Context: an optimization exercise on an open-source flow, tuned for small area. The choices shown serve that exercise and are no tape-out recipe. Only simulation tests tie the RTL to the original design; equivalence was not proved.

==> v12 <==
==> flow/design.v (excerpt) <==
module top_iq_demod(
	input logic clk,
	input logic resetn,
	input bit ADC_rdy_i,
	input logic signed [4:0] I_IF,
	input logic signed [4:0] Q_IF,
	output bit demod_iq_valid,
	output logic signed [4:0] I_BB,
	output logic signed [4:0] Q_BB
);
clock: 13.0 ns
lec_check: 0
abc_area: 1
cap_margin: 20
core_margin: 2
core_utilization: 60
cts_buf_list: sky130_fd_sc_hd__clkbuf_8
cts_cluster_diameter: 50
cts_cluster_size: 20
slew_margin: 20
standard.sh (not shown) runs the stock make flow with config.mk's settings and CLKGATE_MAP_FILE= SYNTH_SCRIPT=/design/flow/synth_recipe.tcl, a recipe that flattens the netlist after the stock synthesis.
==> flow/flow/run.sh <==
#!/bin/bash
# Layout flow: the standard ORFS flow (standard.sh) with these changes in how the
# layout is made:
#  - synthesis: Yosys's coarse "synth -run fine:" step runs without its quick ABC pass
#    (-noabc), so that the full adders the RTL spells out are extracted as written, and
#    the final ABC mapping of the combinational logic uses an area-oriented script
#    (abc_area.script in this folder) instead of ORFS's default one. Registers are
#    mapped by the unchanged standard synthesis steps (ABC never touches them);
#  - the port buffers are the smallest buffer, sky130_fd_sc_hd__buf_1;
#  - clock tree synthesis inserts no dummy loads.
# Every tool's full output goes to the ORFS logs (orfs/logs/...) and to flow.log here.
set -euo pipefail
here=$(pwd)
rm -rf "$here/scripts"
cp -r "$FLOW_HOME/scripts" "$here/scripts"
cp "$here/flow/abc_area.script" "$here/scripts/abc_area.script"
sed -i 's/^  synth -top $::env(DESIGN_NAME) -run fine: {\*}$synth_full_args$/  synth -top $::env(DESIGN_NAME) -run fine: -noabc {*}$synth_full_args/' "$here/scripts/synth.tcl"
grep -q -- '-run fine: -noabc' "$here/scripts/synth.tcl"
bash standard.sh "SCRIPTS_DIR=$here/scripts" \
	"BUFFER_PORTS_ARGS=-buffer_cell sky130_fd_sc_hd__buf_1" \
	"CTS_ARGS=-sink_clustering_enable -repair_clock_nets -buf_list sky130_fd_sc_hd__clkbuf_8 -sink_clustering_size 20 -sink_clustering_max_diameter 50 -dont_use_dummy_load" \
	finish > "$here/flow.log" 2>&1
==> flow/flow/abc_area.script <==
strash
dc2
&get -n
&deepsyn -T 60 -S 7
&put
dch
amap -F 3 -A 8
topo
==> v32 (differences from v12) <==
==> flow/flow/run.sh (replaced) <==
#!/bin/bash
# Layout flow: the standard ORFS flow (standard.sh) with these changes in how the
# layout is made:
#  - synthesis maps the combinational logic with an area-oriented ABC script
#    (abc_area.script in this folder) instead of ORFS's default one; registers are
#    mapped by the unchanged standard synthesis (ABC never touches them);
#  - the port buffers are the smallest buffer, sky130_fd_sc_hd__buf_1;
#  - clock tree synthesis inserts no dummy loads.
# Every tool's full output goes to the ORFS logs (orfs/logs/...) and to flow.log here.
set -euo pipefail
here=$(pwd)
rm -rf "$here/scripts"
cp -r "$FLOW_HOME/scripts" "$here/scripts"
cp "$here/flow/abc_area.script" "$here/scripts/abc_area.script"
bash standard.sh "SCRIPTS_DIR=$here/scripts" \
	"BUFFER_PORTS_ARGS=-buffer_cell sky130_fd_sc_hd__buf_1" \
	"CTS_ARGS=-sink_clustering_enable -repair_clock_nets -buf_list {sky130_fd_sc_hd__clkbuf_4 sky130_fd_sc_hd__clkbuf_8} -sink_clustering_size 12 -sink_clustering_max_diameter 40 -dont_use_dummy_load" \
	finish > "$here/flow.log" 2>&1
==> comparison table <==
quantity	v12	v32
Total area of multi-input combinational cells	6520 um^2	6310 um^2
Flip-flop and latch share of the layout cell area	39.8%	38.8%
Global-route wire length before repair	50800 um	52200 um
Time the final worst path needs with I/O delays and setup	11.36 ns	9.09 ns
Buffers, non-clock	41	45
Final standard cell utilization of the core	65.3%	66.5%
GR met1 Demand/Resource	43.3%	42.9%
Vias in the first global route	9369	9742
Average footprint of a synthesized cell	10.6 um^2	10.1 um^2
Post-Synthesis Net Count	1375	1453
H-tree levels	1	2
Area fraction in compound gates after synthesis	21.9%	21.7%
Result of the run	complete, no violations	complete, no violations
Data required time of the critical path	13.44 ns	13.38 ns
Beginning of the worst hold path	rc_q[4][4]	ra_i[2][3]

re-timing with driven ports:
The results above use ideal ports. As a check the final layouts listed here were re-extracted and re-timed, cells and wires unchanged.
Step 1 sets driving cells, clkbuf_16 on the clock port and buf_2 on the other inputs (assumed; they add their load-dependent delay and slew).
Step 2, shift: input delay + t, output delay - t, t = (earliest + latest rising clock arrival at the registers) / 2. This alone moves slack from input paths to output paths.
a / b / c = no drivers / after step 1 / after step 2; a / b = the first two.
run | t, ns | setup WS [ns] | hold WS [ns] | worst setup path after step 2 | worst slew at a driven data input, ns
v12 | 0.589 | 1.637 / 1.637 / 1.637 | 0.419 / 0.419 / 0.419 | register to register | 0.03
v32 | 0.550 | 3.907 / 3.907 / 3.907 | 0.411 / 0.411 / 0.411 | register to register | 0.03
After both steps every run listed still meets setup and hold.
